Context: an optimization exercise on an open-source flow, tuned for small area. The choices shown serve that exercise and are no tape-out recipe. No functional check of the RTL was part of any run shown here.

## flow/design.v (module list and top-level ports; edited modules follow where they fit)
// module mulNbit: 822 lines
// module ainv: 5 lines
// module bencn: 6 lines
// module fa: 6 lines
module mulNbit(a, b, clk, cin, rst, sum, cout);
  // ...
==> flow/flow/run.sh <==
#!/bin/bash
# Standard layout (the standard.sh), with the port buffers made of the
# smallest buffer cell instead of the resizer's default choice.
set -euo pipefail
bash standard.sh BUFFER_PORTS_ARGS="-buffer_cell sky130_fd_sc_hd__buf_1" finish > standard.log 2>&1
==> flow/standard.sh <==
#!/bin/bash
# synth_recipe.tcl (not shown) runs the flow's synth.tcl, then flattens the netlist and writes it again
# the make line also repeats each setting of config.mk as NAME=value (left out here)
make -C /OpenROAD-flow-scripts/flow DESIGN_CONFIG=/design/flow/config.mk WORK_HOME=/design/flow/orfs CLKGATE_MAP_FILE= SYNTH_SCRIPT=/design/flow/synth_recipe.tcl "${@:-finish}"
==> flow/config.mk <==
export PLATFORM = sky130hd
export DESIGN_NAME = mulNbit
export DESIGN_NICKNAME = mulNbit
export VERILOG_FILES = /design/flow/design.v
export SDC_FILE = /design/flow/constraint.sdc
export NUM_CORES = 4
export LEC_CHECK = 0
export CAP_MARGIN = 0
export CORE_MARGIN = 2
export CORE_UTILIZATION = 40
export GPL_TIMING_DRIVEN = 0
export SLEW_MARGIN = 0
export SYNTH_HIERARCHICAL = 1
export SYNTH_MINIMUM_KEEP_SIZE = 0
==> flow/constraint.sdc <==
create_clock -name core_clock -period 8.5 [get_ports {clk}]
set_input_delay 1.7000 -clock core_clock [delete_from_list [all_inputs] [get_ports {clk}]]
set_output_delay 1.7000 -clock core_clock [all_outputs]
set_load 0.01 [all_outputs]
==> implementation parameters, run 1 <==
Parameter                              Value

STA
  Tightest hold margin    1.81 ns
  Minimum setup slack in the final design    between 0.2 and 0.3 ns
  Total negative slack for setup checks    0 ns
  Fin crit share    0.966

Synthesis
  Ranking of synthesized cells by area    fa_1, xor2_1, o22ai_1
  Flip-flop and latch count after synthesis    33
  Number of distinct standard cells referenced by the synthesized netlist    36
  Post-synthesis share of cell area spent on and, or, nand and nor gates    0.0534
  Area fraction of the dominant cell type after synthesis    0.398
  List of most frequent post-synthesis cells    fa_1, o22ai_1, xor2_1
  Gate Count Post-Synth    between 1000 and 1500
  Avg Cell Area, Syn    roughly 9.8 um2

Route
  Ratio of routed vias to standard cells    5.80
  Detailed-routing iteration count for the pre-antenna-repair pass    8
  Top routing layer in use    met4
  Final routed wirelength across all metal layers    between 40000 and 50000 um

Final layout
  Clock-cell share of area    0.0131
  Ant diodes    0
  Number of flip-flops and latches    33
  Reg with most FFs    sum
  Clock buf count    7
  Regs by FF count    sum (32), cout (1)
  Number of logic inverters in the finished layout    44

Min path
  Number of instances on the worst hold path    2
  Worst Min Path Start    rst

Global route
  Global-route wire length before repair    61600 um

Worst setup path
  Logic depth of the worst setup path including buffers    19
  Family of cells with the greatest summed delay on the critical path    adder cells
  Path type of the worst setup path    input port to flip-flop
  Sum of buffers and inverters on the critical path    2
  Delay of the slowest critical-path stage    around 0.7 ns

Clock tree
  Root buffer selected by CTS    clkbuf_16
  Clk sink count    33
  Count of H-tree levels built during CTS    2
  Clk buf depth    2

Outcome
  Run status    finished clean

Placed design
  Count of buffers from port buffering    97
  Final weighted congestion in routability-driven placement    0.999
==> inputs of run 2 (changes only) <==
--- a/flow/config.mk
+++ b/flow/config.mk
@@ -8,5 +8,6 @@
 export CAP_MARGIN = 0
 export CORE_MARGIN = 2
-export CORE_UTILIZATION = 40
+export CORE_UTILIZATION = 60
+export CTS_BUF_LIST = sky130_fd_sc_hd__clkbuf_4 sky130_fd_sc_hd__clkbuf_8
 export GPL_TIMING_DRIVEN = 0
 export SLEW_MARGIN = 0
==> implementation parameters, run 2 <==
Parameter                              Value

Outcome
  Run status    finished clean (unchanged)

Synthesis
  Post-synthesis instance area    12100 um2 (unchanged)
  Prevailing post-synth register cell    dfxtp_1 (unchanged)
  Post-synthesis compound-gate area fraction    0.171 (unchanged)
  List of most frequent post-synthesis cells    fa_1, o22ai_1, xor2_1 (unchanged)
  Count of warnings emitted by yosys    7 (unchanged)
  Total nets after synthesis    1552 (unchanged)
  Number of distinct standard cells referenced by the synthesized netlist    36 (unchanged)
  Avg Cell Area, Syn    9.83 um2 (unchanged)
  Largest family of logic cells by synthesized area    adder cells (unchanged)
  Gate Count Post-Synth    1229 (unchanged)
  Sequential fraction of the synthesis area    0.0547 (unchanged)
  Top cell type by total area after synthesis    fa_1 (unchanged)
  Post-synthesis share of cell area spent on full adders, half adders and majority gates    0.414 (unchanged)
  Post-synthesis share of cell area spent on and, or, nand and nor gates    0.0534 (unchanged)
  Ranking of synthesized cells by area    fa_1, xor2_1, o22ai_1 (unchanged)
  Area fraction of the dominant cell type after synthesis    0.398 (unchanged)
  Library cell with the highest instance count after synthesis    fa_1 (unchanged)
  Async set-reset flop share out of synthesis    0 (unchanged)
  Number of enable flip-flop cells after synthesis    0 (unchanged)
  Portion of netlist area occupied by mux cells    0 (unchanged)
  Xor and xnor fraction of the mapped netlist area    0.239 (unchanged)
  Flip-flop and latch count after synthesis    33 (unchanged)

Floorplan
  Number of top-level pins    100 (unchanged)
  Number of placement rows    51 (was 63)
  Standard cell core area    19600 um2 (was 29700 um2)
  Overall die height    146 um (was 178 um)
  Initial core utilization    0.616 (was 0.406)
  Area of the die    21300 um2 (was 31600 um2)
  Die Span X    146 um (was 178 um)

STA
  Setup Viol. Count Final    0 (unchanged)
  Final Critical Period    8.21 ns (about the same)
  Number of failing hold endpoints at the final stage    0 (unchanged)
  Fmax    122 MHz (unchanged)
  RSZ-0062 raised after global routing    no (was yes)
  Total negative slack for setup checks    0 ns (unchanged)
  Fin crit share    0.966 (about the same)
  Tightest hold margin    1.78 ns (was 1.81 ns)
  Normalized max-slew margin    0.355 (was 0.403)
  Final count of pins violating max slew    0 (unchanged)
  Slew at the pin closest to its max-slew limit    0.968 ns (was 0.896 ns)

Final layout
  Most common library cell in the layout ignoring fill and taps    fa_1 (unchanged)
  Regs by FF count    sum (32), cout (1) (unchanged)
  Reg with most FFs    sum (unchanged)
  Number of flip-flops under the largest register name    32 (unchanged)
  Fin area    12900 um2 (was 13200 um2)
  Top library cells by usage in the layout, fill and taps aside    fa_1, o22ai_1, xor2_1 (unchanged)
  Layout cell share with drive strength beyond 1    0.0639 (was 0.0690)
  Post-layout net count    1653 (was 1655)
  Ant diodes    0 (unchanged)
  Signed area change from the synthesized netlist to the final layout    7.09% (was 9.02%)

Route
  Ratio of routed vias to standard cells    6.37 (was 5.80)
  Residual antenna-violating net count after detailed routing    0 (unchanged)
  Drc violations    0 (unchanged)
  Via Count    10200 (was 9994)
  Final routed wirelength across all metal layers    39300 um (was 40700 um)
  First DRT Iteration DRCs    1096 (was 1081)
  Wirelength per Cell    24.6 um (was 23.6 um)
  Detailed-routing iteration count for the pre-antenna-repair pass    7 (was 8)

Clock tree
  Clock transition at the register clock pins on the worst setup and hold paths after CTS    0.07 ns (was 0.05 ns)
  Clk buf depth    2 (unchanged)
  Inserted Clock Buffers    5 (unchanged)
  Clock tree from TritonCTS    built (unchanged)
  Count of hold-fix buffers inserted at cts    0 (unchanged)
  Root buffer selected by CTS    clkbuf_8 (was clkbuf_16)
  Setup fix buffers added after clock tree synthesis    0 (unchanged)
  Clk sink count    33 (unchanged)
  Count of H-tree levels built during CTS    2 (unchanged)

Placed design
  Final weighted congestion in routability-driven placement    0.982 (was 0.999)
  Count of buffers from port buffering    97 (unchanged)
  Cell Area, Placed    12800 um2 (was 12900 um2)
  Estimated wirelength of the detail-placed design    32100 um (was 34000 um)

Worst setup path
  Family of cells with the greatest summed delay on the critical path    adder cells (unchanged)
  Critical Path Sink    sum[31] (was sum[30])
  Setup crit start    b[7] (was b[19])
  Delay of the slowest critical-path stage    0.54 ns (was 0.70 ns)
  Dominant cell type by count on the critical path    fa_1 (unchanged)
  Critical path launch point type    input port (unchanged)
  Sum of buffers and inverters on the critical path    3 (was 2)
  Cell with the largest stage delay on the worst path    fa_1 (unchanged)
  Critical Path AT    8.40 ns (was 8.38 ns)
  Logic depth of the worst setup path including buffers    23 (was 19)
  Critical path fanouts, max    10 (unchanged)
  Path type of the worst setup path    input port to flip-flop (unchanged)
  Endpoint kind of the worst setup timing path    flip-flop (unchanged)
  WP data required    8.69 ns (was 8.67 ns)
  Cells along the critical path    buf_1 > and3b_1 > a21oi_2 > buf_2 > clkbuf_2 > o22ai_1 > xor2_1 > fa_1 > fa_1 > fa_1 > fa_1 > fa_1 > fa_1 > fa_1 > ha_1 > and3_1 > o21ai_1 > o21ai_1 > a21oi_1 > nor2b_1 > fa_1 > xor2_1 > and2_1 (was buf_1 > and3b_1 > a21oi_2 > clkbuf_2 > o22ai_1 > xor2_1 > fa_1 > fa_1 > fa_1 > fa_1 > fa_1 > fa_1 > fa_1 > o2111ai_1 > o21ai_1 > a21oi_1 > nor2b_1 > fa_1 > and2_1)

Global route
  Global-route wire length before repair    60200 um (was 61600 um)
  Number of global-route vias before repair    10300 (was 10400)
  Pin count of the biggest net entering global routing    20 (was 11)
  Total global routing track utilization    0.372 (was 0.264)
  Global route total overflow    0 (unchanged)
  Initial antenna violation count    0 (unchanged)

Flow run
  Max-cap violation count    0 (unchanged)

Min path
  Worst hold path type    input port to flip-flop (unchanged)
run 2: changes by cell type in the layout (fill, tap and decap cells not counted), sizes merged:
| cell | delta |
|---|---|
| clkbuf | -3 |
| clkdlybuf4s15 | +1 |
run 2: modules after synthesis, one instance, submodules excluded:
module	times used	cells inside
mulNbit	1	908
bencn	15	4
fa	229	1
ainv	32	1
run 2: timing repair:
action	in CTS	in global routing
pin swaps	0	0
endpoints found under the setup margin	5	3
resized for setup	11	17
run 2: layout make-up:
cell class                      instances  area (um2)
Timing Repair Buffer                   97         365
Inverter                               44         165
Sequential cell                        33         661
Fill cell                            1718        6660
Multi-Input combinational cell       1004       10600
Clock inverter                          1        30.0
Clock buffer                            7        90.1
Buffer                                145         677
Tap cell                              265         332
run 2: worst min path at each step:
stage                     startpoint       to  slack, ns  cells after the start
final                            rst  sum[12]       1.78                      2
after global routing             rst  sum[12]       1.80                      2
after CTS                        rst  sum[12]       1.78                      2
after detailed placement     sum[10]  sum[10]       2.08                      1
after global placement           rst  sum[12]       2.08                      2
after floorplan                  rst  sum[10]       1.83                      1
run 2: cell families (layout without fill, tap and decap cells):
kind of cell             count (synthesis)  after routing
AO/OA/AOI/OAI                          307            307
buffers and inverters                  192            294
adder cells (fa/ha/maj)                256            256
XOR/XNOR                               328            328
flip-flops                              33             33
AND/OR/NAND/NOR                        113            113
run 2: routing by layer:
layer	GRT usage	part of all wire
met5	0	0
met4	0.137	0.042
met3	0.0934	0.12
met2	0.585	0.45
met1	0.501	0.38
run 2: stage by stage:
step,utilization,setup slack [ns],instances
global route,0.660,0.0319,1596
global placement,0.652,-0.642,1591
CTS,0.659,0.00630,1598
detailed placement,0.652,-0.767,1591
finish,0.660,0.288,1596
floorplan,-,0.798,1229
==> inputs of run 3 (changes only) <==
==> flow/flow/run.sh (replaced) <==
#!/bin/bash
# The standard layout (standard.sh) with two changes:
#  - after the standard synthesis, every combinational cell is set to the
#    smallest drive strength of its family (flow/downsize.py); the resizer
#    in placement, CTS and routing upsizes what timing needs;
#  - the port buffers are the smallest buffer cell.
set -euo pipefail
ARGS=(BUFFER_PORTS_ARGS="-buffer_cell sky130_fd_sc_hd__buf_1")
R=orfs/results/sky130hd/mulNbit/base
bash standard.sh "${ARGS[@]}" synth > synth.log 2>&1
cp $R/1_2_yosys.v 1_2_yosys.standard.v
python3 flow/downsize.py "$FLOW_HOME/platforms/sky130hd/lib/sky130_fd_sc_hd__tt_025C_1v80.lib" $R/1_2_yosys.v > downsize.log 2>&1
rm -f $R/1_synth.odb $R/1_synth.sdc
bash standard.sh "${ARGS[@]}" finish > standard.log 2>&1
==> flow/flow/downsize.py (new file) <==
#!/usr/bin/env python3
"""Set every combinational cell of the synthesized netlist to the smallest
drive strength of its family (same function, same pins); the placement and
routing steps' resizer then upsizes whatever timing needs.
usage: downsize.py LIB NETLIST  (rewrites NETLIST in place)"""
import re
import sys
import collections

lib = open(sys.argv[1]).read()
cells = {}
for m in re.finditer(r'\n\s*cell\s*\(\s*"?(\w+)"?\s*\)\s*\{', lib):
    name = m.group(1)
    start = m.end()
    nxt = lib.find('\n    cell (', start)
    body = lib[start:nxt if nxt > 0 else len(lib)]
    am = re.search(r'area\s*:\s*([\d.]+)', body)
    pins = tuple(sorted(re.findall(r'pin\s*\(\s*"?(\w+)"?\s*\)', body)))
    ff = 'ff (' in body or 'ff(' in body or 'latch' in body
    cells[name] = (float(am.group(1)) if am else 0.0, pins, ff)
fam = collections.defaultdict(list)
for name, (area, pins, ff) in cells.items():
    m = re.match(r'(sky130_fd_sc_hd__\w+?)_(\d+)$', name)
    if m:
        fam[(m.group(1), pins)].append((area, int(m.group(2)), name))
best = {}
for (base, pins), lst in fam.items():
    lst.sort()
    for area, n, name in lst:
        best[name] = lst[0][2]
net = open(sys.argv[2]).read()
count = collections.Counter()


def rep(m):
    name = m.group(1)
    if name not in cells or cells[name][2]:
        return m.group(0)
    if name.startswith(('sky130_fd_sc_hd__clkbuf', 'sky130_fd_sc_hd__conb')):
        return m.group(0)
    b = best.get(name, name)
    if cells[b][0] >= cells[name][0]:
        b = name
    if b != name:
        count[(name, b)] += 1
    return m.group(0).replace(name, b, 1)


net = re.sub(r'^\s*(sky130_fd_sc_hd__\w+)\s', rep, net, flags=re.M)
open(sys.argv[2], 'w').write(net)
for (a, b), n in sorted(count.items()):
    print('%4d %s -> %s' % (n, a, b))
==> implementation parameters, run 3 <==
Parameter                              Value

Floorplan
  Number of placement rows    51 (unchanged)
  Number of top-level pins    100 (unchanged)
  Initial core utilization    0.611 (was 0.616)
  Standard cell core area    19500 um2 (was 19600 um2)
  Die Span X    145 um (was 146 um)
  Area of the die    21000 um2 (was 21300 um2)
  Overall die height    145 um (was 146 um)

Route
  First DRT Iteration DRCs    1074 (was 1096)
  Detailed-routing iteration count for the pre-antenna-repair pass    6 (was 7)
  Via Count    10100 (was 10200)
  Drc violations    0 (unchanged)
  Final routed wirelength across all metal layers    39100 um (was 39300 um)
  Wirelength per Cell    24.5 um (was 24.6 um)
  Ratio of routed vias to standard cells    6.34 (was 6.37)
  Residual antenna-violating net count after detailed routing    0 (unchanged)

Final layout
  Non-filler cells, final    1599 (was 1596)
  Combined area of the multi-input logic cells    10500 um2 (was 10600 um2)
  Filler Cells Inserted    1737 (was 1718)
  Number of flip-flops under the largest register name    32 (unchanged)
  Fin area    12800 um2 (was 12900 um2)
  Reg with most FFs    sum (unchanged)
  Regs by FF count    sum (32), cout (1) (unchanged)
  Top library cells by usage in the layout, fill and taps aside    o22ai_1, fa_1, xor2_1 (was fa_1, o22ai_1, xor2_1)
  Signed area change from the synthesized netlist to the final layout    7.26% (was 7.09%)
  Post-route core utilization    0.655 (was 0.660)
  Sequential cell area    661 um2 (unchanged)
  Post-layout net count    1656 (was 1653)
  Ant diodes    0 (unchanged)
  Layout cell share with drive strength beyond 1    0.0337 (was 0.0639)

STA
  Fmax    121 MHz (was 122 MHz)
  Setup Viol. Count Final    0 (unchanged)
  RSZ-0062 raised after global routing    no (unchanged)
  Number of failing hold endpoints at the final stage    0 (unchanged)
  Fin crit share    0.970 (was 0.966)
  Slew at the pin closest to its max-slew limit    0.990 ns (was 0.968 ns)
  Normalized max-slew margin    0.340 (was 0.355)
  Final Critical Period    8.25 ns (was 8.21 ns)
  Tightest hold margin    1.77 ns (was 1.78 ns)
  Total negative slack for setup checks    0 ns (unchanged)
  Final count of pins violating max slew    0 (unchanged)

Worst setup path
  Endpoint kind of the worst setup timing path    flip-flop (unchanged)
  Dominant cell type by count on the critical path    fa_1 (unchanged)
  Critical path launch point type    input port (unchanged)
  WP data required    8.68 ns (was 8.69 ns)
  Cells along the critical path    buf_1 > xnor2_1 > buf_1 > o22ai_1 > xor2_1 > fa_1 > fa_1 > fa_1 > fa_1 > fa_1 > fa_1 > fa_1 > ha_1 > and3_1 > o21ai_1 > o21ai_1 > a21oi_1 > nor2b_1 > fa_1 > xor2_1 > and2_1 (was buf_1 > and3b_1 > a21oi_2 > buf_2 > clkbuf_2 > o22ai_1 > xor2_1 > fa_1 > fa_1 > fa_1 > fa_1 > fa_1 > fa_1 > fa_1 > ha_1 > and3_1 > o21ai_1 > o21ai_1 > a21oi_1 > nor2b_1 > fa_1 > xor2_1 > and2_1)
  Delay of the slowest critical-path stage    0.60 ns (was 0.54 ns)
  Cell with the largest stage delay on the worst path    buf_1 (was fa_1)
  Critical Path AT    8.43 ns (was 8.40 ns)
  Path type of the worst setup path    input port to flip-flop (unchanged)
  Critical path fanouts, max    10 (unchanged)

Placed design
  Estimated wirelength of the detail-placed design    32100 um (about the same)
  Count of buffers from port buffering    97 (unchanged)
  Final weighted congestion in routability-driven placement    0.994 (was 0.982)
  Cell Area, Placed    12600 um2 (was 12800 um2)
  Number of cells after detailed placement    1591 (unchanged)

Global route
  Met2 Track Usage GR    0.605 (was 0.585)
  Grt met3 use    0.0750 (was 0.0934)
  Most crowded layer after global routing    met2 (unchanged)
  Met1 usage in global routing    0.542 (was 0.501)
  Pin count of the biggest net entering global routing    11 (was 20)
  Number of global-route vias before repair    9948 (was 10300)
  Global-route wire length before repair    59200 um (was 60200 um)
  Global route total overflow    0 (unchanged)
  Initial antenna violation count    0 (unchanged)
  Total global routing track utilization    0.386 (was 0.372)

Clock tree
  Count of hold-fix buffers inserted at cts    0 (unchanged)
  Setup fix buffers added after clock tree synthesis    0 (unchanged)
  Clock tree from TritonCTS    built (unchanged)
  Count of H-tree levels built during CTS    2 (unchanged)
  Clk sink count    33 (unchanged)
  Inserted Clock Buffers    5 (unchanged)
  Clk buf depth    2 (unchanged)
  Root buffer selected by CTS    clkbuf_8 (unchanged)
  Clock transition at the register clock pins on the worst setup and hold paths after CTS    0.06 ns (was 0.07 ns)

Synthesis
  Total nets after synthesis    1552 (unchanged)
  Count of warnings emitted by yosys    7 (unchanged)
  Post-synthesis instance area    11900 um2 (was 12100 um2)
  Gate Count Post-Synth    1229 (unchanged)
  Avg Cell Area, Syn    9.67 um2 (was 9.83 um2)

Min path
  Hold worst-path end    sum[10] (was sum[12])
  Number of instances on the worst hold path    2 (unchanged)
  Worst Min Path Start    rst (unchanged)
  Worst hold path type    input port to flip-flop (unchanged)

Flow run
  Max-cap violation count    0 (unchanged)

Outcome
  Run status    finished clean (unchanged)
run 3: area by class of cell:
cell class                      count  area share
Sequential cell                    33      0.0518
Tap cell                          265      0.0260
Inverter                           44      0.0130
Clock inverter                      2    0.000785
Timing Repair Buffer               97      0.0286
Clock buffer                        6     0.00599
Buffer                            148      0.0492
Multi-Input combinational cell   1004       0.825
run 3: worst max-delay path by stage:
stage	startpoint	end	slack (ns)
finish	b[1]	sum[31]	0.25
global route	b[5]	sum[30]	0.007
CTS	b[13]	sum[31]	0.03
detailed placement	b[5]	sum[31]	-0.75
global placement	b[5]	sum[31]	-0.66
floorplan	b[11]	sum[31]	0.77
run 3: through the flow:
stage	worst slack, ns
after floorplan	0.774
after global placement	-0.660
after detailed placement	-0.751
after CTS	0.0297
after global routing	0.00693
final	0.255
run 3: timing repair:
item,in CTS,in global routing
pin swaps,0,0
cloned,0,0
endpoints found under the setup margin,5,4
resized for setup,22,29
run 3: per-layer routing:
metal	wire length [um]	up-vias
met5	0	-
li1	-	4366
met4	1560	0
met1	15600	4938
met3	4360	118
met2	17600	717
run 3: worst max-delay path: cells and delay by family:
family          cells  cell delay, ns
compound gates      4            0.75
xor+xnor            3            0.92
fa+ha+maj           9            3.95
buf+inv             2            0.71
simple gates        3            0.38

==> separate check: timing with driven ports <==
No port has a modelled driver above. Below, the same layouts with a new extraction and two added sets of constraints.
Step 1: set_driving_cell puts a clkbuf_16 on clk and a buf_2 on each other input, an assumption about the parent block.
Step 2, shift: input delay + t, output delay - t, t = (earliest + latest rising clock arrival at the registers) / 2. This alone moves slack from input paths to output paths.
Slacks: ideal ports / drivers / drivers and shift; pairs: ideal ports / drivers.
run	t, ns	slack for setup (ns)	pins driven straight from the clock port
run 1	0.320	0.288 / 0.303 / -0.017	1
run 2	0.314	0.288 / 0.297 / -0.017	1
run 3	0.320	0.255 / 0.271 / -0.048	1
Met with ideal ports but missed after step 2: setup timing in every run listed.
